This design comes from an exercise in tuning for small area, a short achievable clock period and few clock cycles per item on the open sky130 flow, not from production work. In this exercise RTL edits were held to simulation tests only and were not proved equivalent to the original.

**design/flow/design.v**
```verilog
module fp16_add_comb (
  input  wire [15:0] a_i,
  input  wire [15:0] b_i,
  output wire [15:0] sum_o
);
  wire        a_sign = a_i[15];
  wire [4:0]  a_exp  = a_i[14:10];
  wire [9:0]  a_mant = a_i[9:0];
  wire        b_sign = b_i[15];
  wire [4:0]  b_exp  = b_i[14:10];
  wire [9:0]  b_mant = b_i[9:0];
  wire a_is_zero = (a_exp == 5'd0);
  wire b_is_zero = (b_exp == 5'd0);
  wire a_max     = (a_exp == 5'd31);
  wire b_max     = (b_exp == 5'd31);
  wire a_is_inf  = a_max && (a_mant == 10'd0);
  wire b_is_inf  = b_max && (b_mant == 10'd0);
  wire a_is_nan  = a_max && (a_mant != 10'd0);
  wire b_is_nan  = b_max && (b_mant != 10'd0);
  wire eff_sub   = a_sign ^ b_sign;
  wire [5:0] dab = {1'b0, a_exp} - {1'b0, b_exp};
  wire [5:0] dba = {1'b0, b_exp} - {1'b0, a_exp};
  wire       a_exp_ge = ~dab[5];
  wire [4:0] d = a_exp_ge ? dab[4:0] : dba[4:0];
  wire [4:0]  lg_exp  = a_exp_ge ? a_exp : b_exp;
  wire [10:0] lg_full = a_exp_ge ? {1'b1, a_mant} : {1'b1, b_mant};
  wire [10:0] sm_full = a_exp_ge ? {1'b1, b_mant} : {1'b1, a_mant};
  wire        lg_sign_e = a_exp_ge ? a_sign : b_sign;
  wire [12:0] sm_w = {sm_full, 2'b00};
  wire [12:0] sm_al = (d > 5'd13) ? 13'd0 : (sm_w >> d);
  reg sticky;
  integer s;
  always @(*) begin
    sticky = 1'b0;
    for (s = 0; s < 13; s = s + 1)
      if (s < d) sticky = sticky | sm_w[s];
  end
  wire [13:0] lg_w = {1'b0, lg_full, 2'b00};
  wire [13:0] f_sum = eff_sub ? (lg_w - {1'b0, sm_al}) : (lg_w + {1'b0, sm_al});
  wire f_ovf = f_sum[13];              
  wire f_top = f_sum[12];              
  reg [9:0] f_trunc;
  reg       f_guard, f_round, f_stk;
  reg [5:0] f_exp;                    
  always @(*) begin
    if (f_ovf) begin
      f_trunc = f_sum[12:3];
      f_guard = f_sum[2];
      f_round = f_sum[1];
      f_stk   = (sticky | f_sum[0]) & ~eff_sub;
    end else if (f_top) begin
      f_trunc = f_sum[11:2];
      f_guard = f_sum[1];
      f_round = f_sum[0];
      f_stk   = sticky & ~eff_sub;
    end else begin
      f_trunc = {f_sum[10:1]};
      f_guard = f_sum[0];
      f_round = 1'b0;
      f_stk   = 1'b0;
    end
  end
  wire [5:0] lg_exp_p1 = {1'b0, lg_exp} + 6'd1;
  wire [5:0] lg_exp_m1 = {1'b0, lg_exp} - 6'd1;
  always @(*) begin
    if (f_ovf)      f_exp = lg_exp_p1;
    else if (f_top) f_exp = {1'b0, lg_exp};
    else            f_exp = lg_exp_m1;
  end
  wire        f_rup  = f_guard & (f_round | f_stk | f_trunc[0]);
  wire [10:0] f_rnd  = {1'b0, f_trunc} + {10'd0, f_rup};
  wire [5:0]  f_exp2 = f_exp + {5'd0, f_rnd[10]};
  wire        f_oflow = (f_exp2 >= 6'd31);
  wire        f_uflow = (f_exp2 == 6'd0);
  wire [14:0] f_res = {f_exp2[4:0], f_rnd[9:0]};
  wire [11:0] n_lg  = {lg_full, 1'b0};
  wire [11:0] n_sm  = d[0] ? {1'b0, sm_full} : {sm_full, 1'b0};
  wire [12:0] n_d1  = {1'b0, n_lg} - {1'b0, n_sm};
  wire [12:0] n_d2  = {1'b0, n_sm} - {1'b0, n_lg};
  wire        n_neg = n_d1[12];       
  wire [11:0] n_mag = n_neg ? n_d2[11:0] : n_d1[11:0];
  wire        n_zero = (n_mag == 12'd0);
  reg [3:0] n_lz;
  integer t;
  always @(*) begin
    n_lz = 4'd12;
    for (t = 0; t < 12; t = t + 1)
      if (n_mag[t]) n_lz = 4'd11 - t[3:0];
  end
  wire [11:0] n_norm = n_mag << n_lz;
  wire signed [6:0] n_exp_s = $signed({2'b0, lg_exp}) - $signed({3'b0, n_lz});
  wire        n_uflow = (n_exp_s <= 7'sd0);
  wire [14:0] n_res = {n_exp_s[4:0], n_norm[10:1]};
  wire        near = eff_sub & ((d == 5'd0) | ((d == 5'd1) & (n_lz >= 4'd2)));
  wire        res_sign = near ? (n_neg ? ~lg_sign_e : lg_sign_e) : lg_sign_e;
  reg [15:0] result;
  always @(*) begin
    if (a_is_nan || b_is_nan) begin
      result = 16'h7E00;
    end else if (a_is_inf && b_is_inf && eff_sub) begin
      result = 16'h7E00;
    end else if (a_is_inf || b_is_inf) begin
      result = a_is_inf ? {a_sign, 5'd31, 10'd0} : {b_sign, 5'd31, 10'd0};
    end else if (a_is_zero && b_is_zero) begin
      result = {a_sign & b_sign, 15'd0};
    end else if (a_is_zero) begin
      result = b_i;
    end else if (b_is_zero) begin
      result = a_i;
    end else if (near) begin
      if (n_zero)       result = 16'd0;
      else if (n_uflow) result = {res_sign, 15'd0};
      else              result = {res_sign, n_res};
    end else begin
      if (f_uflow)      result = {res_sign, 15'd0};
      else if (f_oflow) result = {res_sign, 5'd31, 10'd0};
      else              result = {res_sign, f_res};
    end
  end
  assign sum_o = result;
endmodule
module fp16_mul_comb (
  input  wire [15:0] a_i,
  input  wire [15:0] b_i,
  output wire [15:0] prod_o
);
  wire        a_sign = a_i[15];
  wire [4:0]  a_exp  = a_i[14:10];
  wire [9:0]  a_mant = a_i[9:0];
  wire        b_sign = b_i[15];
  wire [4:0]  b_exp  = b_i[14:10];
  wire [9:0]  b_mant = b_i[9:0];
  wire res_sign = a_sign ^ b_sign;
  wire a_is_zero = (a_exp == 5'd0);
  wire b_is_zero = (b_exp == 5'd0);
  wire a_is_inf  = (a_exp == 5'd31) && (a_mant == 10'd0);
  wire b_is_inf  = (b_exp == 5'd31) && (b_mant == 10'd0);
  wire a_is_nan  = (a_exp == 5'd31) && (a_mant != 10'd0);
  wire b_is_nan  = (b_exp == 5'd31) && (b_mant != 10'd0);
  wire [10:0] a_full = {1'b1, a_mant};
  wire [10:0] b_full = {1'b1, b_mant};
  wire s1, c2, s3, c4, s5, c6, s7, c8, s9, c10, s11, c12, s13, c14, s15, c16, s17, c18, s19, c20, s21, c22, s23, c24, s25, c26, s27, c28, s29, c30, s31, c32, s33, c34, s35, c36, s37, c38, s39, c40, s41, c42, s43, c44, s45, c46, s47, c48, s49, c50, s51, c52, s53, c54, s55, c56, s57, c58, s59, c60, s61, c62, s63, c64, s65, c66, s67, c68, s69, c70, s71, c72, s73, c74, s75, c76, s77, c78, s79, c80, s81, c82, s83, c84, s85, c86, s87, c88, s89, c90, s91, c92, s93, c94, s95, c96, s97, c98, s99, c100, s101, c102, s103, c104, s105, c106, s107, c108, s109, c110, s111, c112, s113, c114, s115, c116, s117, c118, s119, c120, s121, c122, s123, c124, s125, c126, s127, c128, s129, c130, s131, c132, s133, c134, s135, c136, s137, c138, s139, c140, s141, c142, s143, c144, s145, c146, s147, c148, s149, c150, s151, c152, s153, c154, s155, c156, s157, c158, s159, c160, s161, c162, s163, c164, s165, c166, s167, c168, s169, c170, s171, c172, s173, c174, s175, c176, s177, c178, s179, c180;
  assign s1 = (a_full[0] & b_full[9]) ^ (a_full[1] & b_full[8]);
  assign c2 = (a_full[0] & b_full[9]) & (a_full[1] & b_full[8]);
  assign s3 = (a_full[0] & b_full[10]) ^ (a_full[1] & b_full[9]) ^ (a_full[2] & b_full[8]);
  assign c4 = ((a_full[0] & b_full[10]) & (a_full[1] & b_full[9])) | ((a_full[0] & b_full[10]) & (a_full[2] & b_full[8])) | ((a_full[1] & b_full[9]) & (a_full[2] & b_full[8]));
  assign s5 = (a_full[3] & b_full[7]) ^ (a_full[4] & b_full[6]);
  assign c6 = (a_full[3] & b_full[7]) & (a_full[4] & b_full[6]);
  assign s7 = (a_full[1] & b_full[10]) ^ (a_full[2] & b_full[9]) ^ (a_full[3] & b_full[8]);
  assign c8 = ((a_full[1] & b_full[10]) & (a_full[2] & b_full[9])) | ((a_full[1] & b_full[10]) & (a_full[3] & b_full[8])) | ((a_full[2] & b_full[9]) & (a_full[3] & b_full[8]));
  assign s9 = (a_full[4] & b_full[7]) ^ (a_full[5] & b_full[6]);
  assign c10 = (a_full[4] & b_full[7]) & (a_full[5] & b_full[6]);
  assign s11 = (a_full[2] & b_full[10]) ^ (a_full[3] & b_full[9]) ^ (a_full[4] & b_full[8]);
  assign c12 = ((a_full[2] & b_full[10]) & (a_full[3] & b_full[9])) | ((a_full[2] & b_full[10]) & (a_full[4] & b_full[8])) | ((a_full[3] & b_full[9]) & (a_full[4] & b_full[8]));
  assign s13 = (a_full[0] & b_full[6]) ^ (a_full[1] & b_full[5]);
  assign c14 = (a_full[0] & b_full[6]) & (a_full[1] & b_full[5]);
  assign s15 = (a_full[0] & b_full[7]) ^ (a_full[1] & b_full[6]) ^ (a_full[2] & b_full[5]);
  assign c16 = ((a_full[0] & b_full[7]) & (a_full[1] & b_full[6])) | ((a_full[0] & b_full[7]) & (a_full[2] & b_full[5])) | ((a_full[1] & b_full[6]) & (a_full[2] & b_full[5]));
  assign s17 = (a_full[3] & b_full[4]) ^ (a_full[4] & b_full[3]);
  assign c18 = (a_full[3] & b_full[4]) & (a_full[4] & b_full[3]);
  assign s19 = (a_full[0] & b_full[8]) ^ (a_full[1] & b_full[7]) ^ (a_full[2] & b_full[6]);
  assign c20 = ((a_full[0] & b_full[8]) & (a_full[1] & b_full[7])) | ((a_full[0] & b_full[8]) & (a_full[2] & b_full[6])) | ((a_full[1] & b_full[7]) & (a_full[2] & b_full[6]));
  assign s21 = (a_full[3] & b_full[5]) ^ (a_full[4] & b_full[4]) ^ (a_full[5] & b_full[3]);
  assign c22 = ((a_full[3] & b_full[5]) & (a_full[4] & b_full[4])) | ((a_full[3] & b_full[5]) & (a_full[5] & b_full[3])) | ((a_full[4] & b_full[4]) & (a_full[5] & b_full[3]));
  assign s23 = (a_full[6] & b_full[2]) ^ (a_full[7] & b_full[1]);
  assign c24 = (a_full[6] & b_full[2]) & (a_full[7] & b_full[1]);
  assign s25 = s1 ^ (a_full[2] & b_full[7]) ^ (a_full[3] & b_full[6]);
  assign c26 = (s1 & (a_full[2] & b_full[7])) | (s1 & (a_full[3] & b_full[6])) | ((a_full[2] & b_full[7]) & (a_full[3] & b_full[6]));
  assign s27 = (a_full[4] & b_full[5]) ^ (a_full[5] & b_full[4]) ^ (a_full[6] & b_full[3]);
  assign c28 = ((a_full[4] & b_full[5]) & (a_full[5] & b_full[4])) | ((a_full[4] & b_full[5]) & (a_full[6] & b_full[3])) | ((a_full[5] & b_full[4]) & (a_full[6] & b_full[3]));
  assign s29 = (a_full[7] & b_full[2]) ^ (a_full[8] & b_full[1]) ^ (a_full[9] & b_full[0]);
  assign c30 = ((a_full[7] & b_full[2]) & (a_full[8] & b_full[1])) | ((a_full[7] & b_full[2]) & (a_full[9] & b_full[0])) | ((a_full[8] & b_full[1]) & (a_full[9] & b_full[0]));
  assign s31 = s3 ^ s5 ^ (a_full[5] & b_full[5]);
  assign c32 = (s3 & s5) | (s3 & (a_full[5] & b_full[5])) | (s5 & (a_full[5] & b_full[5]));
  assign s33 = (a_full[6] & b_full[4]) ^ (a_full[7] & b_full[3]) ^ (a_full[8] & b_full[2]);
  assign c34 = ((a_full[6] & b_full[4]) & (a_full[7] & b_full[3])) | ((a_full[6] & b_full[4]) & (a_full[8] & b_full[2])) | ((a_full[7] & b_full[3]) & (a_full[8] & b_full[2]));
  assign s35 = (a_full[9] & b_full[1]) ^ (a_full[10] & b_full[0]) ^ c2;
  assign c36 = ((a_full[9] & b_full[1]) & (a_full[10] & b_full[0])) | ((a_full[9] & b_full[1]) & c2) | ((a_full[10] & b_full[0]) & c2);
  assign s37 = s7 ^ s9 ^ (a_full[6] & b_full[5]);
  assign c38 = (s7 & s9) | (s7 & (a_full[6] & b_full[5])) | (s9 & (a_full[6] & b_full[5]));
  assign s39 = (a_full[7] & b_full[4]) ^ (a_full[8] & b_full[3]) ^ (a_full[9] & b_full[2]);
  assign c40 = ((a_full[7] & b_full[4]) & (a_full[8] & b_full[3])) | ((a_full[7] & b_full[4]) & (a_full[9] & b_full[2])) | ((a_full[8] & b_full[3]) & (a_full[9] & b_full[2]));
  assign s41 = (a_full[10] & b_full[1]) ^ c4 ^ c6;
  assign c42 = ((a_full[10] & b_full[1]) & c4) | ((a_full[10] & b_full[1]) & c6) | (c4 & c6);
  assign s43 = s11 ^ (a_full[5] & b_full[7]) ^ (a_full[6] & b_full[6]);
  assign c44 = (s11 & (a_full[5] & b_full[7])) | (s11 & (a_full[6] & b_full[6])) | ((a_full[5] & b_full[7]) & (a_full[6] & b_full[6]));
  assign s45 = (a_full[7] & b_full[5]) ^ (a_full[8] & b_full[4]) ^ (a_full[9] & b_full[3]);
  assign c46 = ((a_full[7] & b_full[5]) & (a_full[8] & b_full[4])) | ((a_full[7] & b_full[5]) & (a_full[9] & b_full[3])) | ((a_full[8] & b_full[4]) & (a_full[9] & b_full[3]));
  assign s47 = (a_full[10] & b_full[2]) ^ c8 ^ c10;
  assign c48 = ((a_full[10] & b_full[2]) & c8) | ((a_full[10] & b_full[2]) & c10) | (c8 & c10);
  assign s49 = (a_full[3] & b_full[10]) ^ (a_full[4] & b_full[9]) ^ (a_full[5] & b_full[8]);
  assign c50 = ((a_full[3] & b_full[10]) & (a_full[4] & b_full[9])) | ((a_full[3] & b_full[10]) & (a_full[5] & b_full[8])) | ((a_full[4] & b_full[9]) & (a_full[5] & b_full[8]));
  assign s51 = (a_full[6] & b_full[7]) ^ (a_full[7] & b_full[6]) ^ (a_full[8] & b_full[5]);
  assign c52 = ((a_full[6] & b_full[7]) & (a_full[7] & b_full[6])) | ((a_full[6] & b_full[7]) & (a_full[8] & b_full[5])) | ((a_full[7] & b_full[6]) & (a_full[8] & b_full[5]));
  assign s53 = (a_full[9] & b_full[4]) ^ (a_full[10] & b_full[3]) ^ c12;
  assign c54 = ((a_full[9] & b_full[4]) & (a_full[10] & b_full[3])) | ((a_full[9] & b_full[4]) & c12) | ((a_full[10] & b_full[3]) & c12);
  assign s55 = (a_full[4] & b_full[10]) ^ (a_full[5] & b_full[9]) ^ (a_full[6] & b_full[8]);
  assign c56 = ((a_full[4] & b_full[10]) & (a_full[5] & b_full[9])) | ((a_full[4] & b_full[10]) & (a_full[6] & b_full[8])) | ((a_full[5] & b_full[9]) & (a_full[6] & b_full[8]));
  assign s57 = (a_full[7] & b_full[7]) ^ (a_full[8] & b_full[6]) ^ (a_full[9] & b_full[5]);
  assign c58 = ((a_full[7] & b_full[7]) & (a_full[8] & b_full[6])) | ((a_full[7] & b_full[7]) & (a_full[9] & b_full[5])) | ((a_full[8] & b_full[6]) & (a_full[9] & b_full[5]));
  assign s59 = (a_full[5] & b_full[10]) ^ (a_full[6] & b_full[9]) ^ (a_full[7] & b_full[8]);
  assign c60 = ((a_full[5] & b_full[10]) & (a_full[6] & b_full[9])) | ((a_full[5] & b_full[10]) & (a_full[7] & b_full[8])) | ((a_full[6] & b_full[9]) & (a_full[7] & b_full[8]));
  assign s61 = (a_full[0] & b_full[4]) ^ (a_full[1] & b_full[3]);
  assign c62 = (a_full[0] & b_full[4]) & (a_full[1] & b_full[3]);
  assign s63 = (a_full[0] & b_full[5]) ^ (a_full[1] & b_full[4]) ^ (a_full[2] & b_full[3]);
  assign c64 = ((a_full[0] & b_full[5]) & (a_full[1] & b_full[4])) | ((a_full[0] & b_full[5]) & (a_full[2] & b_full[3])) | ((a_full[1] & b_full[4]) & (a_full[2] & b_full[3]));
  assign s65 = (a_full[3] & b_full[2]) ^ (a_full[4] & b_full[1]);
  assign c66 = (a_full[3] & b_full[2]) & (a_full[4] & b_full[1]);
  assign s67 = s13 ^ (a_full[2] & b_full[4]) ^ (a_full[3] & b_full[3]);
  assign c68 = (s13 & (a_full[2] & b_full[4])) | (s13 & (a_full[3] & b_full[3])) | ((a_full[2] & b_full[4]) & (a_full[3] & b_full[3]));
  assign s69 = (a_full[4] & b_full[2]) ^ (a_full[5] & b_full[1]) ^ (a_full[6] & b_full[0]);
  assign c70 = ((a_full[4] & b_full[2]) & (a_full[5] & b_full[1])) | ((a_full[4] & b_full[2]) & (a_full[6] & b_full[0])) | ((a_full[5] & b_full[1]) & (a_full[6] & b_full[0]));
  assign s71 = s15 ^ s17 ^ (a_full[5] & b_full[2]);
  assign c72 = (s15 & s17) | (s15 & (a_full[5] & b_full[2])) | (s17 & (a_full[5] & b_full[2]));
  assign s73 = (a_full[6] & b_full[1]) ^ (a_full[7] & b_full[0]) ^ c14;
  assign c74 = ((a_full[6] & b_full[1]) & (a_full[7] & b_full[0])) | ((a_full[6] & b_full[1]) & c14) | ((a_full[7] & b_full[0]) & c14);
  assign s75 = s19 ^ s21 ^ s23;
  assign c76 = (s19 & s21) | (s19 & s23) | (s21 & s23);
  assign s77 = (a_full[8] & b_full[0]) ^ c16 ^ c18;
  assign c78 = ((a_full[8] & b_full[0]) & c16) | ((a_full[8] & b_full[0]) & c18) | (c16 & c18);
  assign s79 = s25 ^ s27 ^ s29;
  assign c80 = (s25 & s27) | (s25 & s29) | (s27 & s29);
  assign s81 = c20 ^ c22 ^ c24;
  assign c82 = (c20 & c22) | (c20 & c24) | (c22 & c24);
  assign s83 = s31 ^ s33 ^ s35;
  assign c84 = (s31 & s33) | (s31 & s35) | (s33 & s35);
  assign s85 = c26 ^ c28 ^ c30;
  assign c86 = (c26 & c28) | (c26 & c30) | (c28 & c30);
  assign s87 = s37 ^ s39 ^ s41;
  assign c88 = (s37 & s39) | (s37 & s41) | (s39 & s41);
  assign s89 = c32 ^ c34 ^ c36;
  assign c90 = (c32 & c34) | (c32 & c36) | (c34 & c36);
  assign s91 = s43 ^ s45 ^ s47;
  assign c92 = (s43 & s45) | (s43 & s47) | (s45 & s47);
  assign s93 = c38 ^ c40 ^ c42;
  assign c94 = (c38 & c40) | (c38 & c42) | (c40 & c42);
  assign s95 = s49 ^ s51 ^ s53;
  assign c96 = (s49 & s51) | (s49 & s53) | (s51 & s53);
  assign s97 = c44 ^ c46 ^ c48;
  assign c98 = (c44 & c46) | (c44 & c48) | (c46 & c48);
  assign s99 = s55 ^ s57 ^ (a_full[10] & b_full[4]);
  assign c100 = (s55 & s57) | (s55 & (a_full[10] & b_full[4])) | (s57 & (a_full[10] & b_full[4]));
  assign s101 = c50 ^ c52 ^ c54;
  assign c102 = (c50 & c52) | (c50 & c54) | (c52 & c54);
  assign s103 = s59 ^ (a_full[8] & b_full[7]) ^ (a_full[9] & b_full[6]);
  assign c104 = (s59 & (a_full[8] & b_full[7])) | (s59 & (a_full[9] & b_full[6])) | ((a_full[8] & b_full[7]) & (a_full[9] & b_full[6]));
  assign s105 = (a_full[10] & b_full[5]) ^ c56 ^ c58;
  assign c106 = ((a_full[10] & b_full[5]) & c56) | ((a_full[10] & b_full[5]) & c58) | (c56 & c58);
  assign s107 = (a_full[6] & b_full[10]) ^ (a_full[7] & b_full[9]) ^ (a_full[8] & b_full[8]);
  assign c108 = ((a_full[6] & b_full[10]) & (a_full[7] & b_full[9])) | ((a_full[6] & b_full[10]) & (a_full[8] & b_full[8])) | ((a_full[7] & b_full[9]) & (a_full[8] & b_full[8]));
  assign s109 = (a_full[9] & b_full[7]) ^ (a_full[10] & b_full[6]) ^ c60;
  assign c110 = ((a_full[9] & b_full[7]) & (a_full[10] & b_full[6])) | ((a_full[9] & b_full[7]) & c60) | ((a_full[10] & b_full[6]) & c60);
  assign s111 = (a_full[7] & b_full[10]) ^ (a_full[8] & b_full[9]) ^ (a_full[9] & b_full[8]);
  assign c112 = ((a_full[7] & b_full[10]) & (a_full[8] & b_full[9])) | ((a_full[7] & b_full[10]) & (a_full[9] & b_full[8])) | ((a_full[8] & b_full[9]) & (a_full[9] & b_full[8]));
  assign s113 = (a_full[0] & b_full[3]) ^ (a_full[1] & b_full[2]);
  assign c114 = (a_full[0] & b_full[3]) & (a_full[1] & b_full[2]);
  assign s115 = s61 ^ (a_full[2] & b_full[2]) ^ (a_full[3] & b_full[1]);
  assign c116 = (s61 & (a_full[2] & b_full[2])) | (s61 & (a_full[3] & b_full[1])) | ((a_full[2] & b_full[2]) & (a_full[3] & b_full[1]));
  assign s117 = s63 ^ s65 ^ (a_full[5] & b_full[0]);
  assign c118 = (s63 & s65) | (s63 & (a_full[5] & b_full[0])) | (s65 & (a_full[5] & b_full[0]));
  assign s119 = s67 ^ s69 ^ c64;
  assign c120 = (s67 & s69) | (s67 & c64) | (s69 & c64);
  assign s121 = s71 ^ s73 ^ c68;
  assign c122 = (s71 & s73) | (s71 & c68) | (s73 & c68);
  assign s123 = s75 ^ s77 ^ c72;
  assign c124 = (s75 & s77) | (s75 & c72) | (s77 & c72);
  assign s125 = s79 ^ s81 ^ c76;
  assign c126 = (s79 & s81) | (s79 & c76) | (s81 & c76);
  assign s127 = s83 ^ s85 ^ c80;
  assign c128 = (s83 & s85) | (s83 & c80) | (s85 & c80);
  assign s129 = s87 ^ s89 ^ c84;
  assign c130 = (s87 & s89) | (s87 & c84) | (s89 & c84);
  assign s131 = s91 ^ s93 ^ c88;
  assign c132 = (s91 & s93) | (s91 & c88) | (s93 & c88);
  assign s133 = s95 ^ s97 ^ c92;
  assign c134 = (s95 & s97) | (s95 & c92) | (s97 & c92);
  assign s135 = s99 ^ s101 ^ c96;
  assign c136 = (s99 & s101) | (s99 & c96) | (s101 & c96);
  assign s137 = s103 ^ s105 ^ c100;
  assign c138 = (s103 & s105) | (s103 & c100) | (s105 & c100);
  assign s139 = s107 ^ s109 ^ c104;
  assign c140 = (s107 & s109) | (s107 & c104) | (s109 & c104);
  assign s141 = s111 ^ (a_full[10] & b_full[7]) ^ c108;
  assign c142 = (s111 & (a_full[10] & b_full[7])) | (s111 & c108) | ((a_full[10] & b_full[7]) & c108);
  assign s143 = (a_full[8] & b_full[10]) ^ (a_full[9] & b_full[9]) ^ (a_full[10] & b_full[8]);
  assign c144 = ((a_full[8] & b_full[10]) & (a_full[9] & b_full[9])) | ((a_full[8] & b_full[10]) & (a_full[10] & b_full[8])) | ((a_full[9] & b_full[9]) & (a_full[10] & b_full[8]));
  assign s145 = (a_full[0] & b_full[2]) ^ (a_full[1] & b_full[1]);
  assign c146 = (a_full[0] & b_full[2]) & (a_full[1] & b_full[1]);
  assign s147 = s113 ^ (a_full[2] & b_full[1]) ^ (a_full[3] & b_full[0]);
  assign c148 = (s113 & (a_full[2] & b_full[1])) | (s113 & (a_full[3] & b_full[0])) | ((a_full[2] & b_full[1]) & (a_full[3] & b_full[0]));
  assign s149 = s115 ^ (a_full[4] & b_full[0]) ^ c114;
  assign c150 = (s115 & (a_full[4] & b_full[0])) | (s115 & c114) | ((a_full[4] & b_full[0]) & c114);
  assign s151 = s117 ^ c62 ^ c116;
  assign c152 = (s117 & c62) | (s117 & c116) | (c62 & c116);
  assign s153 = s119 ^ c66 ^ c118;
  assign c154 = (s119 & c66) | (s119 & c118) | (c66 & c118);
  assign s155 = s121 ^ c70 ^ c120;
  assign c156 = (s121 & c70) | (s121 & c120) | (c70 & c120);
  assign s157 = s123 ^ c74 ^ c122;
  assign c158 = (s123 & c74) | (s123 & c122) | (c74 & c122);
  assign s159 = s125 ^ c78 ^ c124;
  assign c160 = (s125 & c78) | (s125 & c124) | (c78 & c124);
  assign s161 = s127 ^ c82 ^ c126;
  assign c162 = (s127 & c82) | (s127 & c126) | (c82 & c126);
  assign s163 = s129 ^ c86 ^ c128;
  assign c164 = (s129 & c86) | (s129 & c128) | (c86 & c128);
  assign s165 = s131 ^ c90 ^ c130;
  assign c166 = (s131 & c90) | (s131 & c130) | (c90 & c130);
  assign s167 = s133 ^ c94 ^ c132;
  assign c168 = (s133 & c94) | (s133 & c132) | (c94 & c132);
  assign s169 = s135 ^ c98 ^ c134;
  assign c170 = (s135 & c98) | (s135 & c134) | (c98 & c134);
  assign s171 = s137 ^ c102 ^ c136;
  assign c172 = (s137 & c102) | (s137 & c136) | (c102 & c136);
  assign s173 = s139 ^ c106 ^ c138;
  assign c174 = (s139 & c106) | (s139 & c138) | (c106 & c138);
  assign s175 = s141 ^ c110 ^ c140;
  assign c176 = (s141 & c110) | (s141 & c140) | (c110 & c140);
  assign s177 = s143 ^ c112 ^ c142;
  assign c178 = (s143 & c112) | (s143 & c142) | (c112 & c142);
  assign s179 = (a_full[9] & b_full[10]) ^ (a_full[10] & b_full[9]) ^ c144;
  assign c180 = ((a_full[9] & b_full[10]) & (a_full[10] & b_full[9])) | ((a_full[9] & b_full[10]) & c144) | ((a_full[10] & b_full[9]) & c144);
  wire [21:0] row0 = {1'b0, (a_full[10] & b_full[10]), s179, s177, s175, s173, s171, s169, s167, s165, s163, s161, s159, s157, s155, s153, s151, s149, s147, s145, (a_full[0] & b_full[1]), (a_full[0] & b_full[0])};
  wire [21:0] row1 = {1'b0, c180, c178, c176, c174, c172, c170, c168, c166, c164, c162, c160, c158, c156, c154, c152, c150, c148, c146, (a_full[2] & b_full[0]), (a_full[1] & b_full[0]), 1'b0};
  wire [21:0] mant_prod = row0 + row1;
  wire signed [7:0] exp_raw = $signed({1'b0, a_exp}) + $signed({1'b0, b_exp}) - 8'sd15;
  wire norm_shift = mant_prod[21];
  wire [9:0] trunc_mant = norm_shift ? mant_prod[20:11] : mant_prod[19:10];
  wire       guard_bit  = norm_shift ? mant_prod[10]     : mant_prod[9];
  wire       round_bit  = norm_shift ? mant_prod[9]      : mant_prod[8];
  wire       sticky_bit = norm_shift ? |mant_prod[8:0]   : |mant_prod[7:0];
  wire round_up = guard_bit & (round_bit | sticky_bit | trunc_mant[0]);
  wire [10:0] rounded = {1'b0, trunc_mant} + {10'd0, round_up};
  wire round_ovf = rounded[10];
  wire signed [7:0] final_exp = exp_raw + {7'd0, norm_shift} + {7'd0, round_ovf};
  wire [15:0] normal_result = {res_sign, final_exp[4:0], rounded[9:0]};
  wire [15:0] inf_result    = {res_sign, 5'd31, 10'd0};
  wire [15:0] nan_result    = 16'h7E00;
  wire [15:0] zero_result   = {res_sign, 15'd0};
  wire exp_overflow  = (final_exp >= 8'sd31);
  wire exp_underflow = (final_exp <= 8'sd0);
  reg [15:0] result;
  always @(*) begin
    if (a_is_nan || b_is_nan) begin
      result = nan_result;
    end else if ((a_is_inf && b_is_zero) || (b_is_inf && a_is_zero)) begin
      result = nan_result;
    end else if (a_is_inf || b_is_inf) begin
      result = inf_result;
    end else if (a_is_zero || b_is_zero) begin
      result = zero_result;
    end else if (exp_underflow) begin
      result = zero_result;
    end else if (exp_overflow) begin
      result = inf_result;
    end else begin
      result = normal_result;
    end
  end
  assign prod_o = result;
endmodule
module fp16_from_int8 (
  input  wire [7:0]  val_i,
  output reg  [15:0] fp16_o
);
  always @(*) begin
    case (val_i)
      8'd0: fp16_o = 16'h0000;
      8'd1: fp16_o = 16'h3c00;
      8'd2: fp16_o = 16'h4000;
      8'd3: fp16_o = 16'h4200;
      8'd4: fp16_o = 16'h4400;
      8'd5: fp16_o = 16'h4500;
      8'd6: fp16_o = 16'h4600;
      8'd7: fp16_o = 16'h4700;
      8'd8: fp16_o = 16'h4800;
      8'd9: fp16_o = 16'h4880;
      8'd10: fp16_o = 16'h4900;
      8'd11: fp16_o = 16'h4980;
      8'd12: fp16_o = 16'h4a00;
      8'd13: fp16_o = 16'h4a80;
      8'd14: fp16_o = 16'h4b00;
      8'd15: fp16_o = 16'h4b80;
      8'd16: fp16_o = 16'h4c00;
      8'd17: fp16_o = 16'h4c40;
      8'd18: fp16_o = 16'h4c80;
      8'd19: fp16_o = 16'h4cc0;
      8'd20: fp16_o = 16'h4d00;
      8'd21: fp16_o = 16'h4d40;
      8'd22: fp16_o = 16'h4d80;
      8'd23: fp16_o = 16'h4dc0;
      8'd24: fp16_o = 16'h4e00;
      8'd25: fp16_o = 16'h4e40;
      8'd26: fp16_o = 16'h4e80;
      8'd27: fp16_o = 16'h4ec0;
      8'd28: fp16_o = 16'h4f00;
      8'd29: fp16_o = 16'h4f40;
      8'd30: fp16_o = 16'h4f80;
      8'd31: fp16_o = 16'h4fc0;
      8'd32: fp16_o = 16'h5000;
      8'd33: fp16_o = 16'h5020;
      8'd34: fp16_o = 16'h5040;
      8'd35: fp16_o = 16'h5060;
      8'd36: fp16_o = 16'h5080;
      8'd37: fp16_o = 16'h50a0;
      8'd38: fp16_o = 16'h50c0;
      8'd39: fp16_o = 16'h50e0;
      8'd40: fp16_o = 16'h5100;
      8'd41: fp16_o = 16'h5120;
      8'd42: fp16_o = 16'h5140;
      8'd43: fp16_o = 16'h5160;
      8'd44: fp16_o = 16'h5180;
      8'd45: fp16_o = 16'h51a0;
      8'd46: fp16_o = 16'h51c0;
      8'd47: fp16_o = 16'h51e0;
      8'd48: fp16_o = 16'h5200;
      8'd49: fp16_o = 16'h5220;
      8'd50: fp16_o = 16'h5240;
      8'd51: fp16_o = 16'h5260;
      8'd52: fp16_o = 16'h5280;
      8'd53: fp16_o = 16'h52a0;
      8'd54: fp16_o = 16'h52c0;
      8'd55: fp16_o = 16'h52e0;
      8'd56: fp16_o = 16'h5300;
      8'd57: fp16_o = 16'h5320;
      8'd58: fp16_o = 16'h5340;
      8'd59: fp16_o = 16'h5360;
      8'd60: fp16_o = 16'h5380;
      8'd61: fp16_o = 16'h53a0;
      8'd62: fp16_o = 16'h53c0;
      8'd63: fp16_o = 16'h53e0;
      8'd64: fp16_o = 16'h5400;
      8'd65: fp16_o = 16'h5410;
      8'd66: fp16_o = 16'h5420;
      8'd67: fp16_o = 16'h5430;
      8'd68: fp16_o = 16'h5440;
      8'd69: fp16_o = 16'h5450;
      8'd70: fp16_o = 16'h5460;
      8'd71: fp16_o = 16'h5470;
      8'd72: fp16_o = 16'h5480;
      8'd73: fp16_o = 16'h5490;
      8'd74: fp16_o = 16'h54a0;
      8'd75: fp16_o = 16'h54b0;
      8'd76: fp16_o = 16'h54c0;
      8'd77: fp16_o = 16'h54d0;
      8'd78: fp16_o = 16'h54e0;
      8'd79: fp16_o = 16'h54f0;
      8'd80: fp16_o = 16'h5500;
      8'd81: fp16_o = 16'h5510;
      8'd82: fp16_o = 16'h5520;
      8'd83: fp16_o = 16'h5530;
      8'd84: fp16_o = 16'h5540;
      8'd85: fp16_o = 16'h5550;
      8'd86: fp16_o = 16'h5560;
      8'd87: fp16_o = 16'h5570;
      8'd88: fp16_o = 16'h5580;
      8'd89: fp16_o = 16'h5590;
      8'd90: fp16_o = 16'h55a0;
      8'd91: fp16_o = 16'h55b0;
      8'd92: fp16_o = 16'h55c0;
      8'd93: fp16_o = 16'h55d0;
      8'd94: fp16_o = 16'h55e0;
      8'd95: fp16_o = 16'h55f0;
      8'd96: fp16_o = 16'h5600;
      8'd97: fp16_o = 16'h5610;
      8'd98: fp16_o = 16'h5620;
      8'd99: fp16_o = 16'h5630;
      8'd100: fp16_o = 16'h5640;
      8'd101: fp16_o = 16'h5650;
      8'd102: fp16_o = 16'h5660;
      8'd103: fp16_o = 16'h5670;
      8'd104: fp16_o = 16'h5680;
      8'd105: fp16_o = 16'h5690;
      8'd106: fp16_o = 16'h56a0;
      8'd107: fp16_o = 16'h56b0;
      8'd108: fp16_o = 16'h56c0;
      8'd109: fp16_o = 16'h56d0;
      8'd110: fp16_o = 16'h56e0;
      8'd111: fp16_o = 16'h56f0;
      8'd112: fp16_o = 16'h5700;
      8'd113: fp16_o = 16'h5710;
      8'd114: fp16_o = 16'h5720;
      8'd115: fp16_o = 16'h5730;
      8'd116: fp16_o = 16'h5740;
      8'd117: fp16_o = 16'h5750;
      8'd118: fp16_o = 16'h5760;
      8'd119: fp16_o = 16'h5770;
      8'd120: fp16_o = 16'h5780;
      8'd121: fp16_o = 16'h5790;
      8'd122: fp16_o = 16'h57a0;
      8'd123: fp16_o = 16'h57b0;
      8'd124: fp16_o = 16'h57c0;
      8'd125: fp16_o = 16'h57d0;
      8'd126: fp16_o = 16'h57e0;
      8'd127: fp16_o = 16'h57f0;
      8'd128: fp16_o = 16'hd800;
      8'd129: fp16_o = 16'hd7f0;
      8'd130: fp16_o = 16'hd7e0;
      8'd131: fp16_o = 16'hd7d0;
      8'd132: fp16_o = 16'hd7c0;
      8'd133: fp16_o = 16'hd7b0;
      8'd134: fp16_o = 16'hd7a0;
      8'd135: fp16_o = 16'hd790;
      8'd136: fp16_o = 16'hd780;
      8'd137: fp16_o = 16'hd770;
      8'd138: fp16_o = 16'hd760;
      8'd139: fp16_o = 16'hd750;
      8'd140: fp16_o = 16'hd740;
      8'd141: fp16_o = 16'hd730;
      8'd142: fp16_o = 16'hd720;
      8'd143: fp16_o = 16'hd710;
      8'd144: fp16_o = 16'hd700;
      8'd145: fp16_o = 16'hd6f0;
      8'd146: fp16_o = 16'hd6e0;
      8'd147: fp16_o = 16'hd6d0;
      8'd148: fp16_o = 16'hd6c0;
      8'd149: fp16_o = 16'hd6b0;
      8'd150: fp16_o = 16'hd6a0;
      8'd151: fp16_o = 16'hd690;
      8'd152: fp16_o = 16'hd680;
      8'd153: fp16_o = 16'hd670;
      8'd154: fp16_o = 16'hd660;
      8'd155: fp16_o = 16'hd650;
      8'd156: fp16_o = 16'hd640;
      8'd157: fp16_o = 16'hd630;
      8'd158: fp16_o = 16'hd620;
      8'd159: fp16_o = 16'hd610;
      8'd160: fp16_o = 16'hd600;
      8'd161: fp16_o = 16'hd5f0;
      8'd162: fp16_o = 16'hd5e0;
      8'd163: fp16_o = 16'hd5d0;
      8'd164: fp16_o = 16'hd5c0;
      8'd165: fp16_o = 16'hd5b0;
      8'd166: fp16_o = 16'hd5a0;
      8'd167: fp16_o = 16'hd590;
      8'd168: fp16_o = 16'hd580;
      8'd169: fp16_o = 16'hd570;
      8'd170: fp16_o = 16'hd560;
      8'd171: fp16_o = 16'hd550;
      8'd172: fp16_o = 16'hd540;
      8'd173: fp16_o = 16'hd530;
      8'd174: fp16_o = 16'hd520;
      8'd175: fp16_o = 16'hd510;
      8'd176: fp16_o = 16'hd500;
      8'd177: fp16_o = 16'hd4f0;
      8'd178: fp16_o = 16'hd4e0;
      8'd179: fp16_o = 16'hd4d0;
      8'd180: fp16_o = 16'hd4c0;
      8'd181: fp16_o = 16'hd4b0;
      8'd182: fp16_o = 16'hd4a0;
      8'd183: fp16_o = 16'hd490;
      8'd184: fp16_o = 16'hd480;
      8'd185: fp16_o = 16'hd470;
      8'd186: fp16_o = 16'hd460;
      8'd187: fp16_o = 16'hd450;
      8'd188: fp16_o = 16'hd440;
      8'd189: fp16_o = 16'hd430;
      8'd190: fp16_o = 16'hd420;
      8'd191: fp16_o = 16'hd410;
      8'd192: fp16_o = 16'hd400;
      8'd193: fp16_o = 16'hd3e0;
      8'd194: fp16_o = 16'hd3c0;
      8'd195: fp16_o = 16'hd3a0;
      8'd196: fp16_o = 16'hd380;
      8'd197: fp16_o = 16'hd360;
      8'd198: fp16_o = 16'hd340;
      8'd199: fp16_o = 16'hd320;
      8'd200: fp16_o = 16'hd300;
      8'd201: fp16_o = 16'hd2e0;
      8'd202: fp16_o = 16'hd2c0;
      8'd203: fp16_o = 16'hd2a0;
      8'd204: fp16_o = 16'hd280;
      8'd205: fp16_o = 16'hd260;
      8'd206: fp16_o = 16'hd240;
      8'd207: fp16_o = 16'hd220;
      8'd208: fp16_o = 16'hd200;
      8'd209: fp16_o = 16'hd1e0;
      8'd210: fp16_o = 16'hd1c0;
      8'd211: fp16_o = 16'hd1a0;
      8'd212: fp16_o = 16'hd180;
      8'd213: fp16_o = 16'hd160;
      8'd214: fp16_o = 16'hd140;
      8'd215: fp16_o = 16'hd120;
      8'd216: fp16_o = 16'hd100;
      8'd217: fp16_o = 16'hd0e0;
      8'd218: fp16_o = 16'hd0c0;
      8'd219: fp16_o = 16'hd0a0;
      8'd220: fp16_o = 16'hd080;
      8'd221: fp16_o = 16'hd060;
      8'd222: fp16_o = 16'hd040;
      8'd223: fp16_o = 16'hd020;
      8'd224: fp16_o = 16'hd000;
      8'd225: fp16_o = 16'hcfc0;
      8'd226: fp16_o = 16'hcf80;
      8'd227: fp16_o = 16'hcf40;
      8'd228: fp16_o = 16'hcf00;
      8'd229: fp16_o = 16'hcec0;
      8'd230: fp16_o = 16'hce80;
      8'd231: fp16_o = 16'hce40;
      8'd232: fp16_o = 16'hce00;
      8'd233: fp16_o = 16'hcdc0;
      8'd234: fp16_o = 16'hcd80;
      8'd235: fp16_o = 16'hcd40;
      8'd236: fp16_o = 16'hcd00;
      8'd237: fp16_o = 16'hccc0;
      8'd238: fp16_o = 16'hcc80;
      8'd239: fp16_o = 16'hcc40;
      8'd240: fp16_o = 16'hcc00;
      8'd241: fp16_o = 16'hcb80;
      8'd242: fp16_o = 16'hcb00;
      8'd243: fp16_o = 16'hca80;
      8'd244: fp16_o = 16'hca00;
      8'd245: fp16_o = 16'hc980;
      8'd246: fp16_o = 16'hc900;
      8'd247: fp16_o = 16'hc880;
      8'd248: fp16_o = 16'hc800;
      8'd249: fp16_o = 16'hc700;
      8'd250: fp16_o = 16'hc600;
      8'd251: fp16_o = 16'hc500;
      8'd252: fp16_o = 16'hc400;
      8'd253: fp16_o = 16'hc200;
      8'd254: fp16_o = 16'hc000;
      8'd255: fp16_o = 16'hbc00;
      default: fp16_o = 16'h0000;
    endcase
  end
endmodule
module fp16_rsqrt_comb (
  input  wire [15:0] val_i,
  output reg  [15:0] result_o
);
  wire [4:0] e = val_i[14:10];
  wire [9:0] f = val_i[9:0];
  wire is_zero = (e == 5'd0);
  wire is_inf  = (e == 5'd31);
  wire parity = ~e[0];
  reg [15:0] lut_mem [0:511];
  initial $readmemh("inv_sqrt_lut.hex", lut_mem);
  wire [15:0] lut_out = lut_mem[{parity, f[9:2]}];
  wire k_is_15 = lut_out[15];
  wire signed [6:0] base = $signed({2'b0, 5'd15}) -
                            $signed({2'b0, e}) +
                            $signed({6'd0, parity});
  wire signed [6:0] half_base = base >>> 1;
  wire signed [6:0] out_e_s = half_base + (k_is_15 ? 7'sd15 : 7'sd14);
  wire [9:0] raw_frac   = lut_out[13:4];
  wire       guard       = lut_out[3];
  wire       round_bit   = lut_out[2];
  wire       sticky      = |lut_out[1:0];
  wire       round_up    = guard & (round_bit | sticky | raw_frac[0]);
  wire [10:0] rounded    = {1'b0, raw_frac} + {10'd0, round_up};
  wire        round_ovf  = rounded[10];
  wire [9:0] out_frac = k_is_15   ? 10'd0 :
                         round_ovf ? 10'd0 : rounded[9:0];
  wire signed [6:0] out_e_adj = round_ovf ? (out_e_s + 7'sd1) : out_e_s;
  always @(*) begin
    if (is_zero) begin
      result_o = 16'h7C00;
    end else if (is_inf) begin
      result_o = 16'h0000;
    end else if (out_e_adj <= 7'sd0) begin
      result_o = 16'h0000;
    end else if (out_e_adj >= 7'sd31) begin
      result_o = 16'h7C00;
    end else begin
      result_o = {1'b0, out_e_adj[4:0], out_frac};
    end
  end
endmodule
module layernorm #(
  parameter DIM = 64
) (
  input  wire        clk_i,
  input  wire        rst_i,
  input  wire        start_i,
  input  wire [DIM*16-1:0] x_i,
  output reg  [5:0]  w_sel_o,
  output reg  [6:0]  w_addr_o,
  input  wire [7:0]  w_data_i,
  input  wire [5:0]  gamma_sel_i,
  input  wire [15:0] gamma_scale_i,
  input  wire [15:0] beta_scale_i,
  output reg  [DIM*16-1:0] y_o,
  output reg               done_o,
  output reg               busy_o
);
  localparam [4:0]  INV_N_EXP = 5'd15 - $clog2(DIM);
  localparam [15:0] INV_N = {1'b0, INV_N_EXP, 10'd0};
  reg  [7:0]  k;
  reg  [4:0]  jsel;
  reg         sum_ph;     
  reg         d_ph;       
  reg         norm_ph;    
  reg         gam_ph;     
  reg  [15:0] xr_a, xr_b;
  reg  [15:0] acc;
  reg  [15:0] sq_a, sq_b;
  reg  [15:0] neg_mean;
  reg  [15:0] inv_std;
  reg  [15:0] scale_r;
  reg  [7:0]  wd_r;
  wire [15:0] x_a = x_i[jsel*32      +: 16];
  wire [15:0] x_b = x_i[jsel*32 + 16 +: 16];
  wire [15:0] d_a, d_b;
  fp16_add_comb u_sub_a (.a_i(xr_a), .b_i(neg_mean), .sum_o(d_a));
  fp16_add_comb u_sub_b (.a_i(xr_b), .b_i(neg_mean), .sum_o(d_b));
  wire [15:0] deq_fp16;
  fp16_from_int8 u_deq (.val_i(wd_r), .fp16_o(deq_fp16));
  wire [15:0] gamma_tap = y_o[15:0];
  wire [15:0] m_g, m_a, m_b;
  fp16_mul_comb u_mul_g (.a_i(norm_ph ? acc : deq_fp16), .b_i(norm_ph ? inv_std : scale_r), .prod_o(m_g));
  fp16_mul_comb u_mul_a (.a_i(norm_ph ? m_g : d_a), .b_i(norm_ph ? gamma_tap : d_a), .prod_o(m_a));
  fp16_mul_comb u_mul_b (.a_i(norm_ph ? deq_fp16 : d_b), .b_i(norm_ph ? scale_r : d_b), .prod_o(m_b));
  wire [15:0] p_a = sum_ph ? xr_a : sq_a;
  wire [15:0] p_b = sum_ph ? xr_b : sq_b;
  wire [15:0] c1, c2;
  fp16_add_comb u_add1 (.a_i(acc), .b_i(p_a), .sum_o(c1));
  fp16_add_comb u_add2 (.a_i(norm_ph ? sq_a : c1), .b_i(p_b), .sum_o(c2));
  wire [15:0] mean_w;
  fp16_mul_comb u_mean (.a_i(c2), .b_i(INV_N), .prod_o(mean_w));
  wire [15:0] var_w;
  fp16_mul_comb u_var (.a_i(acc), .b_i(INV_N), .prod_o(var_w));
  wire [15:0] rsq;
  fp16_rsqrt_comb u_rsqrt (.val_i(var_w), .result_o(rsq));
  always @(posedge clk_i) begin
    y_o <= {(gam_ph ? m_g : c2), y_o[DIM*16-1:16]};
  end
  always @(posedge clk_i) begin
    xr_a <= x_a;
    xr_b <= x_b;
    wd_r <= w_data_i;
    if (k == 8'd0 || k == 8'd32 || k == 8'd33) acc <= 16'd0;
    else if (d_ph) acc <= k[0] ? d_b : d_a;
    else acc <= c2;
    if (k == 8'd32) neg_mean <= {~mean_w[15], mean_w[14:0]};
    if (k == 8'd66) inv_std <= rsq;
    sq_a <= m_a;
    sq_b <= m_b;
    if (k == 8'd0) scale_r <= gamma_scale_i;
    else if (k == 8'd66) scale_r <= beta_scale_i;
  end
  always @(posedge clk_i) begin
    if (rst_i) begin
      k       <= 8'd0;
      done_o  <= 1'b0;
      busy_o  <= 1'b0;
    end else begin
      done_o <= 1'b0;
      if (k == 8'd0) begin
        if (start_i) begin
          k      <= 8'd1;
          busy_o <= 1'b1;
        end
      end else if (k == 8'd131) begin
        k      <= 8'd0;
        done_o <= 1'b1;
        busy_o <= 1'b0;
      end else begin
        k <= k + 8'd1;
      end
    end
  end
  always @(posedge clk_i) begin
    if (rst_i) begin
      jsel    <= 5'd0;
      d_ph    <= 1'b0;
      sum_ph  <= 1'b1;
      norm_ph <= 1'b0;
      gam_ph  <= 1'b1;
      w_sel_o <= 6'd0;
      w_addr_o <= 7'd0;
    end else begin
      if (k == 8'd0 || k == 8'd131) begin
        jsel    <= start_i && k == 8'd0 ? 5'd1 : 5'd0;
        d_ph    <= 1'b0;
        sum_ph  <= 1'b1;
        norm_ph <= 1'b0;
        gam_ph  <= 1'b1;
        w_sel_o <= gamma_sel_i;
        w_addr_o <= 7'd0;
      end else begin
        if (k < 8'd63) jsel <= k[4:0] + 5'd1;
        else jsel <= k[5:1];           
        sum_ph  <= (k + 8'd1) <= 8'd32;
        d_ph    <= (k + 8'd1) >= 8'd66;
        norm_ph <= (k + 8'd1) >= 8'd67;
        gam_ph  <= (k + 8'd1) <= 8'd66;
        w_addr_o <= {1'b0, k[5:0]};
        if (k == 8'd64) w_sel_o <= w_sel_o + 6'd1;
      end
    end
  end
endmodule
```
**design/flow/inv_sqrt_lut.hex**
```
8000
7fc0
7f81
7f42
7f03
7ec5
7e87
7e49
7e0c
7dcf
7d92
7d56
7d1a
7cde
7ca3
7c68
7c2e
7bf3
7bb9
7b80
7b46
7b0d
7ad5
7a9c
7a64
7a2c
79f5
79be
7987
7950
791a
78e4
78ae
7878
7843
780e
77da
77a5
7771
773d
770a
76d6
76a3
7670
763e
760b
75d9
75a8
7576
7545
7514
74e3
74b2
7482
7452
7422
73f2
73c3
7393
7364
7336
7307
72d9
72aa
727d
724f
7221
71f4
71c7
719a
716e
7141
7115
70e9
70bd
7091
7066
703b
7010
6fe5
6fba
6f90
6f66
6f3b
6f12
6ee8
6ebe
6e95
6e6c
6e43
6e1a
6df1
6dc9
6da0
6d78
6d50
6d29
6d01
6cda
6cb2
6c8b
6c64
6c3d
6c17
6bf0
6bca
6ba4
6b7e
6b58
6b32
6b0d
6ae8
6ac2
6a9d
6a78
6a54
6a2f
6a0b
69e6
69c2
699e
697a
6956
6933
690f
68ec
68c9
68a6
6883
6860
683e
681b
67f9
67d6
67b4
6792
6771
674f
672d
670c
66ea
66c9
66a8
6687
6666
6646
6625
6605
65e4
65c4
65a4
6584
6564
6544
6525
6505
64e6
64c7
64a7
6488
6469
644a
642c
640d
63ef
63d0
63b2
6394
6376
6358
633a
631c
62fe
62e1
62c3
62a6
6289
626c
624f
6232
6215
61f8
61db
61bf
61a2
6186
616a
614e
6132
6116
60fa
60de
60c2
60a7
608b
6070
6054
6039
601e
6003
5fe8
5fcd
5fb2
5f98
5f7d
5f63
5f48
5f2e
5f13
5ef9
5edf
5ec5
5eab
5e91
5e78
5e5e
5e44
5e2b
5e11
5df8
5ddf
5dc5
5dac
5d93
5d7a
5d61
5d49
5d30
5d17
5cff
5ce6
5cce
5cb5
5c9d
5c85
5c6d
5c55
5c3d
5c25
5c0d
5bf5
5bde
5bc6
5bae
5b97
5b7f
5b68
5b51
5b3a
5b23
5b0b
5af4
5ade
5ac7
5ab0
5a99
5a82
5a55
5a28
59fc
59d0
59a3
5978
594c
5921
58f6
58cb
58a0
5876
584c
5822
57f8
57cf
57a5
577c
5754
572b
5703
56db
56b3
568b
5664
563d
5615
55ef
55c8
55a2
557b
5555
5530
550a
54e4
54bf
549a
5475
5451
542c
5408
53e4
53c0
539c
5378
5355
5332
530f
52ec
52c9
52a7
5284
5262
5240
521e
51fc
51db
51b9
5198
5177
5156
5135
5115
50f4
50d4
50b4
5094
5074
5054
5035
5015
4ff6
4fd7
4fb8
4f99
4f7a
4f5c
4f3d
4f1f
4f01
4ee3
4ec5
4ea7
4e8a
4e6c
4e4f
4e31
4e14
4df7
4dda
4dbe
4da1
4d85
4d68
4d4c
4d30
4d14
4cf8
4cdc
4cc1
4ca5
4c8a
4c6e
4c53
4c38
4c1d
4c02
4be7
4bcd
4bb2
4b98
4b7e
4b63
4b49
4b2f
4b15
4afc
4ae2
4ac8
4aaf
4a95
4a7c
4a63
4a4a
4a31
4a18
49ff
49e7
49ce
49b6
499d
4985
496d
4955
493d
4925
490d
48f5
48dd
48c6
48ae
4897
4880
4868
4851
483a
4823
480c
47f6
47df
47c8
47b2
479b
4785
476f
4758
4742
472c
4716
4700
46eb
46d5
46bf
46aa
4694
467f
4669
4654
463f
462a
4615
4600
45eb
45d6
45c1
45ad
4598
4583
456f
455b
4546
4532
451e
450a
44f6
44e2
44ce
44ba
44a6
4492
447f
446b
4458
4444
4431
441e
440a
43f7
43e4
43d1
43be
43ab
4398
4385
4373
4360
434d
433b
4328
4316
4303
42f1
42df
42cc
42ba
42a8
4296
4284
4272
4260
424e
423d
422b
4219
4208
41f6
41e5
41d3
41c2
41b1
419f
418e
417d
416c
415b
414a
4139
4128
4117
4106
40f5
40e5
40d4
40c3
40b3
40a2
4092
4082
4071
4061
4051
4040
4030
4020
4010
```
**design/flow/flow/run.sh**
```bash
#!/bin/bash
# The standard layout (standard.sh, unchanged synthesis and SDC), with
#  - every input and output port still buffered, with a plain buf_1 instead
#    of the delay buffer buffer_ports picks by default.
# The clock period and constraints are the design's.
set -euo pipefail
MARGIN=$(cat flow/margin.txt)
bash standard.sh SETUP_SLACK_MARGIN=$MARGIN \
  "BUFFER_PORTS_ARGS=-buffer_cell sky130_fd_sc_hd__buf_1" finish > standard.log 2>&1
```
**design/flow/flow/margin.txt**
```
48
```
**design/flow/standard.sh**
```bash
#!/bin/bash
# synth_recipe.tcl (not shown) runs the flow's synth.tcl, then flattens the netlist and writes it again
# the make line also repeats each setting of config.mk as NAME=value (left out here)
make -C /OpenROAD-flow-scripts/flow DESIGN_CONFIG=/design/flow/config.mk WORK_HOME=/design/flow/orfs CLKGATE_MAP_FILE= SYNTH_SCRIPT=/design/flow/synth_recipe.tcl "${@:-finish}"
```
**design/flow/config.mk**
```make
export PLATFORM = sky130hd
export DESIGN_NAME = layernorm
export DESIGN_NICKNAME = layernorm
export VERILOG_FILES = /design/flow/design.v
export SDC_FILE = /design/flow/constraint.sdc
export NUM_CORES = 4
export LEC_CHECK = 0
export ABC_AREA = 1
export CAP_MARGIN = 20
export CELL_PAD_IN_SITES_DETAIL_PLACEMENT = 1
export CELL_PAD_IN_SITES_GLOBAL_PLACEMENT = 2
export CORE_AREA = 4 4 718 718
export DIE_AREA = 0 0 722 722
export PLACE_DENSITY = 0.35
export SETUP_SLACK_MARGIN = 3
export SLEW_MARGIN = 20
export SYNTH_MEMORY_MAX_BITS = 16384
```
**design/flow/constraint.sdc**
```tcl
create_clock -name core_clock -period 65.0 [get_ports {clk_i}]
set_input_delay 13.0000 -clock core_clock [delete_from_list [all_inputs] [get_ports {clk_i}]]
set_output_delay 13.0000 -clock core_clock [all_outputs]
set_load 0.01 [all_outputs]
```
==> impl_metrics.py <==
metrics = {
    "status": {
        "status": "complete, no violations",
    },
    "floorplan": {
        "die-height_um": 722,
        "start_util": 0.152,
        "io_pins": 2112,
        "rows": 261,
        "die_w_um": 722,
        "die_area_um2": 521000,
        "core-area_um2": 507000,
    },
    "timing": {
        "tightest_slew_ns": 1.35,
        "fin_tns_setup_ns": 0,
        "period_minus_slack_ns": 16.89,
        "clock_skew_ns": 0.0749,
        "slew_headroom": 0.0910,
        "slew_violations": 0,
        "min_period_over_period": 0.260,
        "final_hold_viol_count": 0,
        "fmax_ghz": 0.0592,
        "rsz0062_at_grt": "true",
        "finalSetupViolations": 0,
        "setup_ws_ns": 48.11,
        "holdWs_ns": 0.304,
    },
    "critical_path": {
        "max_stage_delay_ns": 0.57,
        "cp-end-kind": "flip-flop",
        "crit_fanout": 11,
        "cpMostUsedCell": "nand2_2",
        "critPathLaunchType": "flip-flop",
        "slowest_stage": "fa_1",
        "worstPathRequired_ns": 65.74,
        "criticalPathCategory": "flip-flop to flip-flop",
        "r2r_setup_slack_ns": 48.11,
        "cp.arrival_ns": 17.63,
    },
    "routing": {
        "route.detailed.wl_per_inst_um": 32.8,
        "drcViolationCount": 0,
        "met3_length_um": 31200,
        "wl_met2_um": 309000,
        "ant_nets": 0,
        "wl_met1_um": 304000,
        "wl_um": 656000,
        "dr.pass1.iters": 9,
        "drt_iter0_markers": 6036,
        "via_per_inst": 4.46,
        "vias": 89300,
        "highest_layer": "met5",
    },
    "clock_network": {
        "cts_num_sinks": 1194,
        "cts_buffer_depth": 4,
        "insertion_delay_ns": 0.87,
        "cts-buffers-inserted": 152,
        "cts_root_buffer": "clkbuf_16",
        "path_clk_slew_ns": 0.06,
        "ctsHtreeMaxLevel": 4,
        "cts_tree": "built",
    },
    "global_routing": {
        "grt_max_degree": 149,
        "grt_pass1_wl_um": 863000,
        "grt_pass1_vias": 92700,
        "grtUsageTotal": 0.240,
        "overflow": 0,
        "antenna_found_initial": 215,
    },
    "placed_design": {
        "io_buffers": 2110,
        "postPlaceCellArea_um2": 93200,
        "pre_cts_slack_ns": 41.64,
        "dpl.cell_count": 19200,
        "gp_congestion": 0.914,
        "hpwl_um": 555000,
    },
    "yosys": {
        "synth_ff_type": "dfxtp_1",
        "synthCells": 10700,
        "syn_area_per_cell_um2": 7.21,
        "ys_seq_area_frac": 0.317,
        "yosysWarningCount": 5,
        "netlist_area_um2": 76900,
        "synth_edf_count": 47,
        "ys_types": 81,
        "ys_ff_latch": 1194,
        "synth_nets": 12400,
        "synthArstFlopShare": 0,
    },
    "final_layout": {
        "final_core_util": 0.210,
        "syn2layout_area_growth_pct": 38.3,
        "stdcell_count": 20000,
        "final_net_count": 14900,
        "final_cell_area_um2": 106000,
        "layout-drive-gt1-share": 0.138,
    },
    "hold_path": {
        "hold_class": "flip-flop to flip-flop",
    },
    "flow_run": {
        "drv_cap": 0,
    },
}
==> worst max-delay path: cells and delay by family, from the launching register on <==
family | cells | cell delay, ns
xor+xnor | 2 | 0.28
buf+inv | 22 | 2.11
fa+ha+maj | 12 | 4.17
compound gates | 26 | 3.94
flops | 1 | 0.49
simple gates | 49 | 5.73
==> layout by cell type, fill, tap and decap left out, types with 31 or more instances in the layout <==
| master | Yosys | routed |
|---|---|---|
| a21oi_1 | 496 | 448 |
| a21oi_2 | 4 | 45 |
| a31oi_1 | 85 | 76 |
| a32oi_1 | 35 | 34 |
| buf_1 | 30 | 2110 |
| buf_4 | 10 | 565 |
| clkbuf_1 | 388 | 31 |
| clkbuf_16 | 0 | 157 |
| clkbuf_8 | 0 | 34 |
| dfxtp_1 | 1147 | 1123 |
| diode_2 | 0 | 55 |
| edfxtp_1 | 47 | 47 |
| fa_1 | 276 | 266 |
| ha_1 | 423 | 350 |
| ha_4 | 0 | 49 |
| inv_1 | 1278 | 1173 |
| inv_2 | 39 | 93 |
| nand2_1 | 1787 | 1676 |
| nand2_2 | 53 | 117 |
| nand2_4 | 11 | 55 |
| nand3_1 | 512 | 476 |
| nand3_2 | 16 | 39 |
| nand4_1 | 102 | 102 |
| nor2_1 | 1364 | 1270 |
| nor2_2 | 12 | 67 |
| nor2_4 | 11 | 50 |
| nor3_1 | 108 | 87 |
| o211ai_1 | 71 | 71 |
| o21ai_0 | 1280 | 1147 |
| o21ai_1 | 77 | 109 |
| o21ai_2 | 7 | 77 |
| o21ai_4 | 1 | 33 |
| o221ai_1 | 230 | 223 |
| o22ai_1 | 94 | 82 |
| xnor2_1 | 41 | 39 |
| xor2_1 | 185 | 171 |
==> metal layers <==
metal,vias to the layer above,GRT usage
li1,40500,-
met2,2609,0.404
met3,590,0.0343
met4,84,0.0360
met1,45400,0.330
met5,-,0
==> flip-flops by register name (all words and copies together) (netlist names), 5 cells and up <==
name and cells:
deq_fp16 12, w_addr_o 6, neg_mean 16, sq_a 16
sq_b 16, y_o 1024, jsel 5, xr_b 16
acc 16, inv_std 15, xr_a 16, k 8
scale_r 16, w_sel_o 6
==> what timing repair did <==
item,CTS,global route
buffers inserted,284,114
gates cloned,23,7
resized for setup,765,388
hold buffers,0,0
pin swaps,181,196
endpoints found under the setup margin,78,76
==> synth_stat cells (85+ instances only) <==
master | number | area, um2
nand2_1 | 1787 | 6710
nor2_1 | 1364 | 5120
o21ai_0 | 1280 | 6410
inv_1 | 1278 | 4800
dfxtp_1 | 1147 | 23000
nand3_1 | 512 | 2560
a21oi_1 | 496 | 2480
ha_1 | 423 | 5290
clkbuf_1 | 388 | 1460
fa_1 | 276 | 5530
o221ai_1 | 230 | 2010
xor2_1 | 185 | 1620
nor3_1 | 108 | 541
nand4_1 | 102 | 638
o22ai_1 | 94 | 588
a31oi_1 | 85 | 532
==> worst paths after layout <==
path | from | cells after the start | endpoint
max | neg_mean[12] | 111 | sq_a[4]
min | y_o[181] | 0 | y_o[165]
max reg2reg | neg_mean[12] | 111 | sq_a[4]
min reg2reg | y_o[181] | 0 | y_o[165]
==> logic make-up (layout without fill, tap and decap cells) <==
logic type	count (synthesis)	after routing	synth area share
other cells	1	56	0.0000488
flops	1194	1194	0.317
buf+inv	1802	4363	0.0894
compound gates	2623	2625	0.200
fa+ha+maj	699	699	0.141
mux	12	12	0.00158
xor+xnor	229	229	0.0264
simple gates	4100	4112	0.225
==> area by class of cell <==
| cell class | instances | area (um2) |
|---|---|---|
| repair buffers | 2747 | 13400 |
| repair inverters | 4 | 30.0 |
| fillers | 61300 | 400000 |
| well taps | 6706 | 8390 |
| diodes | 55 | 138 |
| inverters | 1345 | 5300 |
| flip-flops and latches | 1194 | 24400 |
| multi-input cells | 7678 | 49500 |
| clock buffers | 219 | 4440 |
| clock inverters | 48 | 558 |
Testbench counts, summed over its fixed seeds: cycles 33,800, items 256.

[what the ideal ports hide]
The results above use ideal ports. As a check the final layout listed here was re-extracted and re-timed, cells and wires unchanged. Step 1: set_driving_cell puts a clkbuf_16 on clk_i and a buf_2 on each other input, an assumption about the parent block. Step 2 also shifts input and output timing later by t, the mid clock arrival at the registers, as if the neighbouring blocks saw the same clock. Three values: ideal ports, drivers, drivers and shift; two values: the first two.
t (ns): 0.956
setup slack, ns: 48.112 / 48.112 / 48.112
hold slack, ns: 0.304 / 0.304 / 0.304
slew at the worst register clock pin (ns): 0.07 / 0.07
After both steps this run still meets setup and hold. The setup slack of this run moves by 0.000 ns with the drivers and by 0.000 ns with both steps.
